What follows belongs to an exercise in optimizing a design on an open flow for small area; a production flow would make more cautious choices.
The RTL of this run was laid out without a check of its function.
Power is estimated from default activity; no workload was simulated.

==> flow/run.sh <==
#!/bin/bash
# synth_recipe.tcl (not shown) runs the flow's synth.tcl, then flattens the netlist and writes it again
# the make line also repeats each setting of config.mk as NAME=value (left out here)
make -C /OpenROAD-flow-scripts/flow DESIGN_CONFIG=/design/flow/config.mk WORK_HOME=/design/flow/orfs CLKGATE_MAP_FILE= SYNTH_SCRIPT=/design/flow/synth_recipe.tcl finish
==> flow/config.mk <==
export PLATFORM = sky130hd
export DESIGN_NAME = overall_top
export DESIGN_NICKNAME = overall_top
export VERILOG_FILES = /design/flow/design.v
export SDC_FILE = /design/flow/constraint.sdc
export NUM_CORES = 4
export LEC_CHECK = 0
export CAP_MARGIN = 20
export CORE_MARGIN = 2
export CORE_UTILIZATION = 40
export SLEW_MARGIN = 20
export SYNTH_MEMORY_MAX_BITS = 16384
==> flow/constraint.sdc <==
create_clock -name core_clock -period 10.0 [get_ports {clk_100MHz}]
set_input_delay 2.0000 -clock core_clock [delete_from_list [all_inputs] [get_ports {clk_100MHz}]]
set_output_delay 2.0000 -clock core_clock [all_outputs]
set_load 0.01 [all_outputs]
==> flow/design.v <==
`timescale 1ns / 1ps
module dff(
    input D,
    input clk,
    input rst,
    output reg Q,
    output notQ
    );
    assign notQ = ~Q;
    always @(posedge clk or posedge rst) begin
        if(rst)
            Q <= 1'b0;
        else
            Q <= D;
    end
endmodule
`timescale 1ns / 1ps
module jkff(
    input J,
    input K,
    input clk,
    input rst,
    output Q,
    output notQ
    );
    wire D;
    assign D = (J & ~Q)|(~K & Q);
    dff dff_inst(.clk(clk), .rst(rst), .D(D), .Q(Q), .notQ(notQ));
endmodule
`timescale 1ns / 1ps
module vga_controller(
    input clk_100MHz,
    input reset,
    output display_true,
    output h_sync,
    output v_sync,
    output pixel_clk, 
    output [9:0] x, y
    );
    parameter h_display = 640;
    parameter h_front = 16;
    parameter h_pulse = 96;
    parameter h_back = 48;
    parameter h_max = 799;
    parameter v_display = 480;
    parameter v_front = 10;
    parameter v_pulse = 2;
    parameter v_back = 33;
    parameter v_max = 524;
	reg  [1:0] counter;
	wire result;
	always @(posedge clk_100MHz or posedge reset)begin
		if(reset)
		  counter <= 0;
		else
		  counter <= counter + 1;
	end
	assign result = (counter == 0) ? 1 : 0;
    reg [9:0] h_position, h_position_next, v_position, v_position_next;
    reg v_sync_reg, h_sync_reg;
    wire v_sync_next, h_sync_next;
    always @(posedge clk_100MHz or posedge reset)
        if(reset) begin
            h_position <= 0;
            v_position <= 0;
            v_sync_reg  <= 1'b0;
            h_sync_reg  <= 1'b0;
        end
        else begin
            h_position <= h_position_next;
            v_position <= v_position_next;
            h_sync_reg  <= h_sync_next;
            v_sync_reg  <= v_sync_next;
        end
    wire pixel_rise = (counter == 2'd3);
    always @(posedge clk_100MHz or posedge reset)
        if(reset)
            h_position_next <= 0;
        else if(pixel_rise)
            if(h_position_next == h_max)
                h_position_next <= 0;
            else
                h_position_next <= h_position_next + 1;         
    always @(posedge clk_100MHz or posedge reset)
        if(reset)
            v_position_next <= 0;
        else if(pixel_rise)
            if(h_position_next == h_max)
                if((v_position_next == v_max))
                    v_position_next <= 0;
                else
                    v_position_next <= v_position_next + 1;
    assign h_sync_next = (h_position >= (h_display + h_front) && h_position <= (h_display + h_front + h_pulse - 1));
    assign v_sync_next = (v_position >= (v_display + v_front) && v_position <= (v_display + v_front + v_pulse - 1));
    assign display_true = (h_position < h_display) && (v_position < v_display); 
    assign h_sync = h_sync_reg;
    assign v_sync = v_sync_reg;
    assign x = h_position;
    assign y = v_position;
    assign pixel_clk = result;
endmodule
`timescale 1ns /1ps
module clock_digit_rom(
	input clk, 
	input wire [10:0] addr,
	output reg [7:0] data
	);
	reg [10:0] addr_reg;
	always @(posedge clk)
		addr_reg <= addr;
	always @*
		case(addr_reg)
			11'h300: data = 8'b00000000;	
			11'h301: data = 8'b00000000;	
			11'h302: data = 8'b11111110;	 
			11'h303: data = 8'b11111110;	 
			11'h304: data = 8'b11000110;	 
			11'h305: data = 8'b11000110;	 
			11'h306: data = 8'b11000110;	 
			11'h307: data = 8'b11000110;	 
			11'h308: data = 8'b11000110;	 
			11'h309: data = 8'b11000110;	 
			11'h30a: data = 8'b11111110;	 
			11'h30b: data = 8'b11111110;	 
			11'h30c: data = 8'b00000000;	
			11'h30d: data = 8'b00000000;	
			11'h30e: data = 8'b00000000;	
			11'h30f: data = 8'b00000000;	
			11'h310: data = 8'b00000000;	
			11'h311: data = 8'b00000000;	
			11'h312: data = 8'b00000110;	 
			11'h313: data = 8'b00000110;	 
			11'h314: data = 8'b00000110;	 
			11'h315: data = 8'b00000110;	 
			11'h316: data = 8'b00000110;	 
			11'h317: data = 8'b00000110;	 
			11'h318: data = 8'b00000110;	 
			11'h319: data = 8'b00000110;	 
			11'h31a: data = 8'b00000110;	 
			11'h31b: data = 8'b00000110;	 
			11'h31c: data = 8'b00000000;	
			11'h31d: data = 8'b00000000;	
			11'h31e: data = 8'b00000000;	
			11'h31f: data = 8'b00000000;	
			11'h320: data = 8'b00000000;	
			11'h321: data = 8'b00000000;	
			11'h322: data = 8'b11111110;	 
			11'h323: data = 8'b11111110;	 
			11'h324: data = 8'b00000110;	 
			11'h325: data = 8'b00000110;	 
			11'h326: data = 8'b11111110;	 
			11'h327: data = 8'b11111110;	 
			11'h328: data = 8'b11000000;	 
			11'h329: data = 8'b11000000;	 
			11'h32a: data = 8'b11111110;	 
			11'h32b: data = 8'b11111110;	 
			11'h32c: data = 8'b00000000;	
			11'h32d: data = 8'b00000000;	
			11'h32e: data = 8'b00000000;	
			11'h32f: data = 8'b00000000;	
			11'h330: data = 8'b00000000;	
			11'h331: data = 8'b00000000;	
			11'h332: data = 8'b11111110;	 
			11'h333: data = 8'b11111110;	 
			11'h334: data = 8'b00000110;	 
			11'h335: data = 8'b00000110;	 
			11'h336: data = 8'b11111110;	 
			11'h337: data = 8'b11111110;	 
			11'h338: data = 8'b00000110;	 
			11'h339: data = 8'b00000110;	 
			11'h33a: data = 8'b11111110;	 
			11'h33b: data = 8'b11111110;	 
			11'h33c: data = 8'b00000000;	
			11'h33d: data = 8'b00000000;	
			11'h33e: data = 8'b00000000;	
			11'h33f: data = 8'b00000000;	
			11'h340: data = 8'b00000000;	
			11'h341: data = 8'b00000000;	
			11'h342: data = 8'b11000110;	 
			11'h343: data = 8'b11000110;	 
			11'h344: data = 8'b11000110;	 
			11'h345: data = 8'b11000110;	 
			11'h346: data = 8'b11111110;	 
			11'h347: data = 8'b11111110;	 
			11'h348: data = 8'b00000110;	 
			11'h349: data = 8'b00000110;	 
			11'h34a: data = 8'b00000110;	 
			11'h34b: data = 8'b00000110;	 
			11'h34c: data = 8'b00000000;	
			11'h34d: data = 8'b00000000;	
			11'h34e: data = 8'b00000000;	
			11'h34f: data = 8'b00000000;	
			11'h350: data = 8'b00000000;	
			11'h351: data = 8'b00000000;	
			11'h352: data = 8'b11111110;	 
			11'h353: data = 8'b11111110;	 
			11'h354: data = 8'b11000000;	 
			11'h355: data = 8'b11000000;	 
			11'h356: data = 8'b11111110;	 
			11'h357: data = 8'b11111110;	 
			11'h358: data = 8'b00000110;	 
			11'h359: data = 8'b00000110;	 
			11'h35a: data = 8'b11111110;	 
			11'h35b: data = 8'b11111110;	 
			11'h35c: data = 8'b00000000;	
			11'h35d: data = 8'b00000000;	
			11'h35e: data = 8'b00000000;	
			11'h35f: data = 8'b00000000;	
			11'h360: data = 8'b00000000;	
			11'h361: data = 8'b00000000;	
			11'h362: data = 8'b11111110;	 
			11'h363: data = 8'b11111110;	 
			11'h364: data = 8'b11000000;	 
			11'h365: data = 8'b11000000;	 
			11'h366: data = 8'b11111110;	 
			11'h367: data = 8'b11111110;	 
			11'h368: data = 8'b11000110;	 
			11'h369: data = 8'b11000110;	 
			11'h36a: data = 8'b11111110;	 
			11'h36b: data = 8'b11111110;	 
			11'h36c: data = 8'b00000000;	
			11'h36d: data = 8'b00000000;	
			11'h36e: data = 8'b00000000;	
			11'h36f: data = 8'b00000000;	
			11'h370: data = 8'b00000000;	
			11'h371: data = 8'b00000000;	
			11'h372: data = 8'b11111110;	 
			11'h373: data = 8'b11111110;	 
			11'h374: data = 8'b00000110;	 
			11'h375: data = 8'b00000110;	 
			11'h376: data = 8'b00000110;	 
			11'h377: data = 8'b00000110;	 
			11'h378: data = 8'b00000110;	 
			11'h379: data = 8'b00000110;	 
			11'h37a: data = 8'b00000110;	 
			11'h37b: data = 8'b00000110;	 
			11'h37c: data = 8'b00000000;	
			11'h37d: data = 8'b00000000;	
			11'h37e: data = 8'b00000000;	
			11'h37f: data = 8'b00000000;	
			11'h380: data = 8'b00000000;	
			11'h381: data = 8'b00000000;	
			11'h382: data = 8'b11111110;	 
			11'h383: data = 8'b11111110;	 
			11'h384: data = 8'b11000110;	 
			11'h385: data = 8'b11000110;	 
			11'h386: data = 8'b11111110;	 
			11'h387: data = 8'b11111110;	 
			11'h388: data = 8'b11000110;	 
			11'h389: data = 8'b11000110;	 
			11'h38a: data = 8'b11111110;	 
			11'h38b: data = 8'b11111110;	 
			11'h38c: data = 8'b00000000;	
			11'h38d: data = 8'b00000000;	
			11'h38e: data = 8'b00000000;	
			11'h38f: data = 8'b00000000;	
			11'h390: data = 8'b00000000;	
			11'h391: data = 8'b00000000;	
			11'h392: data = 8'b11111110;	 
			11'h393: data = 8'b11111110;	 
			11'h394: data = 8'b11000110;	 
			11'h395: data = 8'b11000110;	 
			11'h396: data = 8'b11111110;	 
			11'h397: data = 8'b11111110;	 
			11'h398: data = 8'b00000110;	 
			11'h399: data = 8'b00000110;	 
			11'h39a: data = 8'b11111110;	 
			11'h39b: data = 8'b11111110;	 
			11'h39c: data = 8'b00000000;	
			11'h39d: data = 8'b00000000;	
			11'h39e: data = 8'b00000000;	
			11'h39f: data = 8'b00000000;	
			11'h3a0: data = 8'b00000000;	
			11'h3a1: data = 8'b00000000;	
			11'h3a2: data = 8'b00000000;	
			11'h3a3: data = 8'b00000000;	
			11'h3a4: data = 8'b00011000;	 
			11'h3a5: data = 8'b00011000;	 
			11'h3a6: data = 8'b00000000;	
			11'h3a7: data = 8'b00000000;	
			11'h3a8: data = 8'b00011000;	 
			11'h3a9: data = 8'b00011000;	 
			11'h3aa: data = 8'b00000000;	
			11'h3ab: data = 8'b00000000;	
			11'h3ac: data = 8'b00000000;	
			11'h3ad: data = 8'b00000000;	
			11'h3ae: data = 8'b00000000;	
			11'h3af: data = 8'b00000000;	
			11'h3b0: data = 8'b00000000;	
			11'h3b1: data = 8'b00000000;	
			11'h3b2: data = 8'b00000000;	
			11'h3b3: data = 8'b00000000;	
			11'h3b4: data = 8'b00000000;	
			11'h3b5: data = 8'b00000000;	
			11'h3b6: data = 8'b00000000;	
			11'h3b7: data = 8'b01110000;	 
			11'h3b8: data = 8'b10001000;	 
			11'h3b9: data = 8'b11111000;	 
			11'h3ba: data = 8'b10001000;	 
			11'h3bb: data = 8'b10001000;	 
			11'h3bc: data = 8'b00000000;	
			11'h3bd: data = 8'b00000000;	
			11'h3be: data = 8'b00000000;	
			11'h3bf: data = 8'b00000000;	
			11'h3c0: data = 8'b00000000;	
			11'h3c1: data = 8'b00000000;	
			11'h3c2: data = 8'b00000000;	
			11'h3c3: data = 8'b00000000;	
			11'h3c4: data = 8'b00000000;	
			11'h3c5: data = 8'b00000000;	
			11'h3c6: data = 8'b00000000;	
			11'h3c7: data = 8'b11111000;	 
			11'h3c8: data = 8'b00100000;	 
			11'h3c9: data = 8'b00100000;	 
			11'h3ca: data = 8'b00100000;	 
			11'h3cb: data = 8'b00100000;	 
			11'h3cc: data = 8'b00000000;	
			11'h3cd: data = 8'b00000000;	
			11'h3ce: data = 8'b00000000;	
			11'h3cf: data = 8'b00000000;	
			default: data = 8'b00000000;
		endcase
endmodule
`timescale 1ns / 1ps
module pixel_clk_gen(
    input clk,
    input display_true,
    input [9:0] x, y,
    input [3:0] sec_first, sec_second, min_first, min_second, hour_first, hour_second, mode_at,
    output reg [11:0] rgb
    );
    reg [6:0] number_addr;
    wire [6:0] number_addr_sec_first, number_addr_sec_second, number_addr_colon_first, number_addr_min_first, number_addr_min_second, number_addr_colon_second, number_addr_hour_first, number_addr_hour_second, number_addr_at;
    assign number_addr_hour_first = {3'b011, hour_first};
    assign number_addr_hour_second = {3'b011, hour_second};
    assign number_addr_colon_first = 7'h3a;
    assign number_addr_min_first = {3'b011, min_first};
    assign number_addr_min_second = {3'b011, min_second};
    assign number_addr_colon_second = 7'h3a;
    assign number_addr_sec_first = {3'b011, sec_first};
    assign number_addr_sec_second = {3'b011, sec_second};
    assign number_addr_at = {3'b011, mode_at};
    reg [3:0] x_addr;
    wire [3:0] x_addr_sec_first, x_addr_sec_second, x_addr_colon_first, x_addr_min_first, x_addr_min_second, x_addr_colon_second, x_addr_hour_first, x_addr_hour_second, x_addr_at;
    reg [2:0] y_addr;
    wire [2:0] y_addr_sec_first, y_addr_sec_second, y_addr_colon_first, y_addr_min_first, y_addr_min_second, y_addr_colon_second, y_addr_hour_first, y_addr_hour_second, y_addr_at;
    assign x_addr_hour_first = y[5:2];
    assign y_addr_hour_first = x[4:2];
    assign x_addr_hour_second = y[5:2];
    assign y_addr_hour_second = x[4:2];
    assign x_addr_colon_first = y[5:2];
    assign y_addr_colon_first = x[4:2];
    assign x_addr_min_first = y[5:2];
    assign y_addr_min_first = x[4:2];
    assign x_addr_min_second = y[5:2];
    assign y_addr_min_second = x[4:2];
    assign x_addr_colon_second = y[5:2];
    assign y_addr_colon_second = x[4:2];
    assign x_addr_sec_first = y[5:2];
    assign y_addr_sec_first = x[4:2];
    assign x_addr_sec_second = y[5:2];
    assign y_addr_sec_second = x[4:2];
    assign x_addr_at = y[5:2];
    assign y_addr_at = x[4:2];
    wire sec_first_on, sec_second_on, colon_first_on, min_first_on, min_second_on, colon_second_on, hour_first_on, hour_second_on, at_on;
    localparam hour_first_x_l = 192;
    localparam hour_first_x_r = 223;
    localparam hour_first_y_t = 192;
    localparam hour_first_y_b = 256;
    localparam hour_second_x_l = 224;
    localparam hour_second_x_r = 255;
    localparam hour_second_y_t = 192;
    localparam hour_second_y_b = 256;
    localparam colon_first_x_l = 256;
    localparam colon_first_x_r = 287;
    localparam colon_first_y_t = 192;
    localparam colon_first_y_b = 256;
    localparam min_first_x_l = 288;
    localparam min_first_x_r = 319;
    localparam min_first_y_t = 192;
    localparam min_first_y_b = 256;
    localparam min_second_x_l = 320;
    localparam min_second_x_r = 351;
    localparam min_second_y_t = 192;
    localparam min_second_y_b = 256;
    localparam colon_second_x_l = 352;
    localparam colon_second_x_r = 383;
    localparam colon_second_y_t = 192;
    localparam colon_second_y_b = 256;
    localparam sec_first_x_l = 384;
    localparam sec_first_x_r = 415;
    localparam sec_first_y_t = 192;
    localparam sec_first_y_b = 256;  
    localparam sec_second_x_l = 416;
    localparam sec_second_x_r = 447;
    localparam sec_second_y_t = 192;
    localparam sec_second_y_b = 256;
    localparam at_x_l = 448;
    localparam at_x_r = 479;
    localparam at_y_t = 192;
    localparam at_y_b = 256;
    assign hour_first_on = (hour_first_x_l <= x) && (x <= hour_first_x_r) &&
                    (hour_first_y_t <= y) && (y <= hour_first_y_b) && (hour_first != 0);  
    assign hour_second_on =  (hour_second_x_l <= x) && (x <= hour_second_x_r) &&
                    (hour_second_y_t <= y) && (y <= hour_second_y_b);
    assign colon_first_on = (colon_first_x_l <= x) && (x <= colon_first_x_r) &&
                   (colon_first_y_t <= y) && (y <= colon_first_y_b);
    assign min_first_on = (min_first_x_l <= x) && (x <= min_first_x_r) &&
                    (min_first_y_t <= y) && (y <= min_first_y_b);
    assign min_second_on =  (min_second_x_l <= x) && (x <= min_second_x_r) &&
                    (min_second_y_t <= y) && (y <= min_second_y_b);                             
    assign colon_second_on = (colon_second_x_l <= x) && (x <= colon_second_x_r) &&
                   (colon_second_y_t <= y) && (y <= colon_second_y_b);
    assign sec_first_on = (sec_first_x_l <= x) && (x <= sec_first_x_r) &&
                    (sec_first_y_t <= y) && (y <= sec_first_y_b);
    assign sec_second_on =  (sec_second_x_l <= x) && (x <= sec_second_x_r) &&
                    (sec_second_y_t <= y) && (y <= sec_second_y_b);
    assign at_on = (at_x_l <= x) && (x <= at_x_r) &&
                   (at_y_t <= y) && (y <= at_y_b);
    wire [10:0] rom_addr;
    wire [7:0] digit_word; 
    wire digit_bit;
    clock_digit_rom cdr(.clk(clk), .addr(rom_addr), .data(digit_word));
    always @* begin
        rgb = 12'h000;
        number_addr = number_addr_at;
        x_addr = x_addr_at;
        y_addr = y_addr_at;
        if(hour_first_on) begin
            number_addr = number_addr_hour_first;
            x_addr = x_addr_hour_first;
            y_addr = y_addr_hour_first;
            if(digit_bit)
                rgb = 12'hFFF;
        end
        else if(hour_second_on) begin
            number_addr = number_addr_hour_second;
            x_addr = x_addr_hour_second;
            y_addr = y_addr_hour_second;
            if(digit_bit)
                rgb = 12'hFFF;
        end
        else if(colon_first_on) begin
            number_addr = number_addr_colon_first;
            x_addr = x_addr_colon_first;
            y_addr = y_addr_colon_first;
            if(digit_bit)
                rgb = 12'hFFF;
        end
        else if(min_first_on) begin
            number_addr = number_addr_min_first;
            x_addr = x_addr_min_first;
            y_addr = y_addr_min_first;
            if(digit_bit)
                rgb = 12'hFFF;
        end
        else if(min_second_on) begin
            number_addr = number_addr_min_second;
            x_addr = x_addr_min_second;
            y_addr = y_addr_min_second;
            if(digit_bit)
                rgb = 12'hFFF;
        end
        else if(colon_second_on) begin
            number_addr = number_addr_colon_second;
            x_addr = x_addr_colon_second;
            y_addr = y_addr_colon_second;
            if(digit_bit)
                rgb = 12'hFFF;
        end
        else if(sec_first_on) begin
            number_addr = number_addr_sec_first;
            x_addr = x_addr_sec_first;
            y_addr = y_addr_sec_first;
            if(digit_bit)
                rgb = 12'hFFF;
        end
        else if(sec_second_on) begin
            number_addr = number_addr_sec_second;
            x_addr = x_addr_sec_second;
            y_addr = y_addr_sec_second;
            if(digit_bit)
                rgb = 12'hFFF;
        end  
        else if(at_on) begin
            number_addr = number_addr_at;
            x_addr = x_addr_at;
            y_addr = y_addr_at;
            if(digit_bit)
                rgb = 12'hFFF;
        end 
    end    
    assign rom_addr = {number_addr, x_addr};
    assign digit_bit = digit_word[~y_addr];    
endmodule
`timescale 1ns / 1ps
module timer(
    input start,
    input pause,
    input mode,
    input clk_100MHz,
    input reset,
    output one_sec,
    output [3:0] sec_first, sec_second, min_first, min_second, hour_first, hour_second,
    output reg [3:0] mode_at
    );
    parameter HALF_SEC = 50;
    wire Q;
    wire clk_1;
    wire reset_2;
    assign reset_2 = mode & reset;
    jkff jkff_inst(.J(start), .K(pause), .clk(clk_100MHz), .rst(reset_2), .Q(Q), .notQ());
    assign clk_1 = Q & mode;
    reg [31:0] counter;
    reg result;
    wire sec_tick = clk_1 && (counter == HALF_SEC - 1) && !result;
    always @(posedge clk_100MHz or posedge reset_2)
        if(reset_2) begin
            counter <= 32'h0;
            result <= 1'b0;
        end
        else if(clk_1)
            if(counter == HALF_SEC - 1) begin
                counter <= 32'h0;
                result <= ~result;
            end
            else
                counter <= counter + 1;
    reg [5:0] sec_counter;
    reg [5:0] min_counter;
    reg [3:0] hour_counter;
    always @(posedge clk_100MHz or posedge reset_2)
        if(reset_2)
            sec_counter <= 6'b0;
        else if(sec_tick)
            if(sec_counter == 59)
                sec_counter <= 6'b0;
            else
                sec_counter <= sec_counter + 1;
    always @(posedge clk_100MHz or posedge reset_2)
        if(reset_2)
            min_counter <= 6'b0;
        else if(sec_tick)
            if(sec_counter == 59)
                if(min_counter == 59)
                    min_counter <= 6'b0;
                else
                    min_counter <= min_counter + 1;
    always @(posedge clk_100MHz or posedge reset_2)
        if(reset_2)
            hour_counter <= 5'h0;
        else if(sec_tick)
            if(min_counter == 59 && sec_counter == 59)
                if(hour_counter == 23)
                    hour_counter <= 5'h0;
                else
                    hour_counter <= hour_counter + 1;
    assign sec_first = sec_counter / 10;
    assign sec_second = sec_counter % 10;
    assign min_first = min_counter / 10;
    assign min_second = min_counter % 10;
    assign hour_first = hour_counter / 10;
    assign hour_second = hour_counter % 10;
    always @(*) begin
        mode_at = (mode == 1'b0) ? 4'hb : 4'hc;
    end
    assign one_sec = result; 
endmodule
`timescale 1ns / 1ps
module binary_clock(
    input clk_100MHz,
    input reset,
    input mode,
    input sec_button,
    input min_button,
    input hour_button,
    output one_sec,
    output [3:0] sec_first, sec_second, min_first, min_second, hour_first, hour_second,
    output reg [3:0] mode_at
    );
    wire reset_1;
    assign reset_1 = ~mode & reset;
	reg sec_1, sec_2, sec_3, min_1, min_2, min_3, hour_1, hour_2, hour_3;
	wire sec_button_debounce, min_button_debounce, hour_button_debounce;
	always @(posedge clk_100MHz) begin
		sec_1 <= sec_button;
		sec_2 <= sec_1;
		sec_3 <= sec_2;
	end
	assign sec_button_debounce = sec_3;
	always @(posedge clk_100MHz) begin
		min_1 <= min_button;
		min_2 <= min_1;
		min_3 <= min_2;
	end
	assign min_button_debounce = min_3;
	always @(posedge clk_100MHz) begin
		hour_1 <= hour_button;
		hour_2 <= hour_1;
		hour_3 <= hour_2;
	end
	assign hour_button_debounce = hour_3;
    parameter HALF_SEC = 50;
    reg [31:0] counter;
    reg result;
    wire sec_tick = (counter == HALF_SEC - 1) && !result;
    always @(posedge clk_100MHz or posedge reset_1)
        if(reset_1) begin
            counter <= 32'h0;
            result <= 1'b0;
        end
        else
            if(counter == HALF_SEC - 1) begin
                counter <= 32'h0;
                result <= ~result;
            end
            else
                counter <= counter + 1;
    reg [5:0] sec_counter;
    reg [5:0] min_counter;
    reg [4:0] hour_counter;
    always @(posedge clk_100MHz or posedge reset_1)
        if(reset_1)
            sec_counter <= 6'b0;
        else if(sec_tick)
            if(sec_button_debounce)
                if(sec_counter == 59)
                    sec_counter <= 6'b1;
                else if (sec_counter == 58)
                    sec_counter <= 6'b0;
                else
                    sec_counter <= sec_counter + 2;
            else
                if(sec_counter == 59)
                    sec_counter <= 6'b0;
                else
                    sec_counter <= sec_counter + 1;
    always @(posedge clk_100MHz or posedge reset_1)
        if(reset_1)
            min_counter <= 6'b0;
        else if(sec_tick)
            if(min_button_debounce | (sec_counter == 59))
                if(min_counter == 59)
                    min_counter <= 6'b0;
                else
                    min_counter <= min_counter + 1;
    always @(posedge clk_100MHz or posedge reset_1)
        if(reset_1)
            hour_counter <= 5'h0;
        else if(sec_tick)
            if(hour_button_debounce | (min_counter == 59 && sec_counter == 59))
                if(hour_counter == 23)
                    hour_counter <= 5'h0;
                else
                    hour_counter <= hour_counter + 1;
    assign sec_first = sec_counter / 10;
    assign sec_second = sec_counter % 10;
    assign min_first = min_counter / 10;
    assign min_second = min_counter % 10;
    assign hour_first = hour_counter / 10;
    assign hour_second = hour_counter % 10;
    always @(*) begin
        mode_at = (mode == 1'b0) ? 4'hb : 4'hc;
    end
    assign one_sec = result; 
endmodule
`timescale 1ns / 1ps
module timer_top(
    input start,
    input pause,
    input mode,
    input clk_100MHz,
    input reset,
    output h_sync,
    output v_sync, 
    output [11:0] rgb
    );
    wire [9:0] x, y;
    wire display_true, pixel_clk;
    wire [3:0] hour_first, hour_second, min_first, min_second, sec_first, sec_second, mode_at;
    reg [11:0] rgb_reg;
    wire [11:0] rgb_next;
    vga_controller vga(
        .clk_100MHz(clk_100MHz),
        .reset(reset),
        .display_true(display_true),
        .h_sync(h_sync),
        .v_sync(v_sync),
        .pixel_clk(pixel_clk),
        .x(x),
        .y(y)
        );
    timer timer(
        .clk_100MHz(clk_100MHz),
        .reset(reset),
        .mode(mode),
        .start(start),
        .pause(pause),
        .one_sec(),
        .sec_first(sec_first),
        .sec_second(sec_second),
        .min_first(min_first),
        .min_second(min_second),
        .hour_first(hour_first),
        .hour_second(hour_second),
        .mode_at(mode_at)
        );
    pixel_clk_gen pclk(
        .clk(clk_100MHz),
        .display_true(display_true),
        .x(x),
        .y(y),
        .sec_first(sec_first),
        .sec_second(sec_second),
        .min_first(min_first),
        .min_second(min_second),
        .hour_first(hour_first),
        .hour_second(hour_second),
        .mode_at(mode_at),
        .rgb(rgb_next)
        );
    always @(posedge clk_100MHz)
        if(pixel_clk)
            rgb_reg <= rgb_next;
    assign rgb = rgb_reg; 
endmodule
`timescale 1ns / 1ps
module alarm_top(
    input clk_100MHz, 
    input reset,
    input sec_button,
    input mode,
    input min_button,
    input hour_button,
    output h_sync,
    output v_sync, 
    output [11:0] rgb
    );
    wire [9:0] x, y;
    wire display_true, pixel_clk;
    wire [3:0] hour_first, hour_second, min_first, min_second, sec_first, sec_second, mode_at;
    reg [11:0] rgb_reg;
    wire [11:0] rgb_next;
    vga_controller vga(
        .clk_100MHz(clk_100MHz),
        .reset(reset),
        .display_true(display_true),
        .h_sync(h_sync),
        .v_sync(v_sync),
        .pixel_clk(pixel_clk),
        .x(x),
        .y(y)
        );
    binary_clock digital_clock(
        .clk_100MHz(clk_100MHz),
        .reset(reset),
        .mode(mode),
        .sec_button(sec_button),
        .min_button(min_button),
        .hour_button(hour_button),
        .one_sec(),
        .sec_first(sec_first),
        .sec_second(sec_second),
        .min_first(min_first),
        .min_second(min_second),
        .hour_first(hour_first),
        .hour_second(hour_second),
        .mode_at(mode_at)
        );
    pixel_clk_gen pclk(
        .clk(clk_100MHz),
        .display_true(display_true),
        .x(x),
        .y(y),
        .sec_first(sec_first),
        .sec_second(sec_second),
        .min_first(min_first),
        .min_second(min_second),
        .hour_first(hour_first),
        .hour_second(hour_second),
        .mode_at(mode_at),
        .rgb(rgb_next)
        );
    always @(posedge clk_100MHz)
        if(pixel_clk)
            rgb_reg <= rgb_next;
    assign rgb = rgb_reg; 
endmodule
`timescale 1ns / 1ps
module overall_top(
    input clk_100MHz, 
    input reset,
    input sec_button,
    input min_button,
    input hour_button,
    input start,
    input pause,
    input mode,
    output reg h_sync,
    output reg v_sync, 
    output reg [11:0] rgb
    );
    wire [11:0] rgb_a, rgb_t;
    wire h_sync_t, v_sync_t, h_sync_a, v_sync_a;
    timer_top inst1(
        .clk_100MHz(clk_100MHz),
        .reset(reset),
        .start(start),
        .pause(pause),
        .mode(mode),
        .h_sync(h_sync_t),
        .v_sync(v_sync_t),
        .rgb(rgb_t)
        );
    alarm_top inst2(
        .clk_100MHz(clk_100MHz),
        .reset(reset),
        .sec_button(sec_button),
        .min_button(min_button),
        .hour_button(hour_button),
        .mode(mode),
        .h_sync(h_sync_a),
        .v_sync(v_sync_a),
        .rgb(rgb_a)
        );
    always @* begin
        if(mode) begin
            h_sync <= h_sync_t;
            v_sync <= v_sync_t;
            rgb <= rgb_t;
        end
        else begin
            h_sync <= h_sync_a;
            v_sync <= v_sync_a;
            rgb <= rgb_a;
        end
    end    
endmodule
==> summary.txt <==
per-layer routing:
metal / share of wire, % / global-route usage [%] / wire length (µm)
met2: 45 / 24.1 / 11100
met1: 50 / 22.3 / 12600
met4: 1.5 / 3.28 / 367
met5: 0 / 0 / 0
met3: 3.5 / 2.23 / 862
logic make-up after synthesis:
kind of cell / count (synthesis)
fa+ha+maj: 55
compound gates: 289
flops: 207
simple gates: 530
mux: 20
xor+xnor: 109
buf+inv: 119
worst max path at each step:
stage / to / cells past startpoint / start / slack [ns]
CTS: rgb[7] / 4 / mode / 4.32
global placement: rgb[8] / 4 / mode / 4.35
global route: rgb[7] / 4 / mode / 4.29
detailed placement: rgb[7] / 4 / mode / 4.32
finish: rgb[7] / 4 / mode / 4.33
floorplan: rgb[10] / 3 / mode / 5.11
synth_stat cells, types with 5 or more instances:
cell,n,share of area (%)
a211oi_1,7,0.42
a21o_1,16,0.97
a21oi_1,54,2.2
a221oi_1,5,0.35
a22oi_1,5,0.30
a31oi_1,10,0.51
and2_1,9,0.45
and3_1,19,0.96
and4_1,12,0.85
buf_2,7,0.28
buf_4,14,0.85
buf_6,5,0.45
clkbuf_1,31,0.94
dfrtp_1,184,37
dfxtp_1,21,3.4
ha_1,52,5.3
inv_1,59,1.8
mux2_2,8,0.73
mux2i_1,10,0.81
nand2_1,122,3.7
nand2b_1,21,1.1
nand3_1,59,2.4
nand3b_1,6,0.36
nand4_1,42,2.1
nor2_1,107,3.2
nor2b_1,13,0.66
nor3_1,34,1.4
nor3b_1,5,0.30
nor4_1,16,0.81
o2111ai_1,5,0.35
o211ai_1,16,0.97
o21a_1,10,0.61
o21ai_0,71,2.9
o21ai_1,7,0.28
o31a_1,6,0.42
o31ai_1,10,0.61
or2_2,10,0.51
or3_1,10,0.51
xnor2_1,79,5.6
xor2_1,30,2.1
worst reg2reg max path, stage by stage (launching register included):
cell and delay (ns):
dfrtp_1 0.61, inv_1 0.21, ha_1 0.24, nand2b_1 0.32, nand2_1 0.14, nand2_1 0.06
ha_1 0.32, nand2b_1 0.18, o221ai_1 0.23, o211ai_1 0.16, a211o_1 0.30, o2111ai_1 0.21
a21oi_2 0.08, o21ai_2 0.54, and2_1 0.31, a221oi_2 0.09, or3_1 0.37, a211oi_2 0.24
stage by stage:
| step | util, % | instance area (µm²) | total power [µW] | std cells | worst slack, ns |
|---|---|---|---|---|---|
| floorplan | - | 12400 | 920 | 1329 | 5.11 |
| global route | 44.5 | 13600 | 1840 | 1736 | 4.29 |
| detailed placement | 42.0 | 12800 | 941 | 1692 | 4.32 |
| CTS | 44.5 | 13600 | 1800 | 1736 | 4.32 |
| finish | 44.5 | 13600 | 1770 | 1736 | 4.33 |
| global placement | 42.0 | 12800 | 940 | 1692 | 4.35 |
area by class of cell:
type / count / area (µm²)
timing repair buffer: 25 / 244
clock inverter: 11 / 97.6
sequential: 207 / 5080
clock buffer: 33 / 674
tap: 396 / 495
inverter: 61 / 230
multi-input combinational: 1003 / 6770
fill: 2908 / 16900
power breakdown:
part,total [µW],switching [µW],internal (µW)
Clock,843,343,499
Sequential,862,12.5,849
Combinational,62.6,40.1,22.5
Total,1770,396,1370
==> impl_metrics.yaml <==
critical_path:
  max_stage_delay_ns: 0.52
  r2r_slack_ns: 5.34
  critPathArrivalTime_ns: 3.67
  r2r-end: "inst2.pclk.digit_word[6]"
  critPathKind: "in2out"
  worstSetupStartpointType: "primary input"
  crit_family: "buffers and inverters"
  worst_setup_path_end_kind: "output port"
  required_ns: 8.00
  crit_buf_inv: 3
  r2r_start: "inst2.digital_clock.sec_counter[2]"
  cp_max_fo: 15
  critPathSlowestCell: "clkdlybuf4s50_1"
  worstPathCellList: "clkdlybuf4s50_1 > buf_4 > mux2_2 > clkdlybuf4s50_1"
  crit_top_cell: "clkdlybuf4s50_1"
  rr_worst_depth: 17
synth:
  synthArstFlopShare_pct: 88.9
  syn_area_per_cell_um2: 9.32
  syn_nets: 1389
  ys_seq_area_share_pct: 41.1
  synth_simple_gate_area_share_pct: 22.9
  ys_warn_count: 9
  netlist_instances: 1329
  ys.flop_type: "dfrtp_1"
  synthAdderAreaFrac_pct: 5.49
  synthDistinctLibCells: 105
  synth_top_family_by_area: "simple AND/OR/NAND/NOR gates"
  ys_ff_latch: 207
  synth_area_um2: 12400
  synth_xor_area_share_pct: 7.71
  synth_compound_area_share_pct: 16.5
  synthMuxAreaShare_pct: 1.90
  synth_edf_count: 2
timing:
  tns_ns: 0
  max_freq_mhz: 176
  whs_ns: 0.327
  maxSlewViolCount: 0
  skew_ns: 0.0196
  max_slew_margin_pct: 41.6
  finalHoldViolations: 0
  rsz0062_at_grt: "false"
  min_period_over_period_pct: 56.7
  tightest_slew_ns: 0.867
  setup_violations: 0
  post-route-min-period_ns: 5.67
routing:
  avgViaCountPerCell: 5.46
  vias: 9482
  drtPass1Iterations: 5
  drcViolationCount: 0
  wl_per_cell_um: 14.4
  ant_nets: 0
  drt_wl_total_mm: 25.0
  drt_iter0_markers: 544
status:
  status: "complete, no violations"
clock_network:
  cts_tree: "built"
  ctsHoldBuffers: 0
  htree_levels: 1
  root_buffer: "clkbuf_16"
  clk_pin_slew_ns: 0.05
  insertion_delay_ns: 0.52
  cts.sinks: 207
  cts_setup_buffers: 0
  numCtsBuffers: 24
  clock_path_buffers: 3
  ctsResizeCount: 0
min_path:
  min-delay-start: "inst2.digital_clock.hour_2"
  hold_depth: 0
  hold_path_class: "reg2reg"
  holdPathEnd: "inst2.digital_clock.hour_3"
placed_design:
  port_buffers: 21
  dp_hpwl_mm: 17.4
  place_congestion: 0.815
power:
  powerDensity_nw_per_um2: 130
  p_leak_uw: 0.00564
  irDropWorstVdd_v: 0.000106
grt:
  gr-total-overflow: 0
  first_global_vias: 8875
  grt_antenna_before_repair: 0
  grt_pass1_wl_mm: 43.1
  grt_usage_pct: 15.3
  grt_start_max_net_pins: 85
floorplanning:
  start_util_pct: 40.6
  fp.dieArea_um2: 32400
  die_x_um: 180
  die_h_um: 180
  core_um2: 30500
  ioPinCount: 22
  rows: 64
final_layout:
  nNetsFinal: 1382
  top_regs: "inst1.timer.counter x32, inst2.digital_clock.counter x32"
  final_layout_size_suffix_gt1_share_pct: 8.43
  mostFrequentLayoutCells: "dfrtp_1 (184), nand2_1 (121), nor2_1 (107)"
  final_common_cell: "dfrtp_1"
  syn2layout_area_growth_pct: 9.73
  diodes: 0
run:
  max_cap_viol_count: 0

port drivers added, routing unchanged:
Ports are ideal in the flow. The routed layout listed here was re-timed in OpenROAD.
Step 1, drivers: a clkbuf_16 drives clk_100MHz and a buf_2 each remaining input, both assumed.
Step 2 also shifts input and output timing later by t, the mid clock arrival at the registers, as if the neighbouring blocks saw the same clock.
Three values: ideal ports, drivers, drivers and shift; two values: the first two.
shift t [ns]: 0.560
slack for setup (ns): 4.333 / 4.280 / 4.280
worst setup path at the end: input to output
worst data-port slew with drivers (ns): 0.05
After both steps setup and hold are still met in this run. The setup slack of this run moves by -0.053 ns with the drivers and by -0.053 ns with both steps.
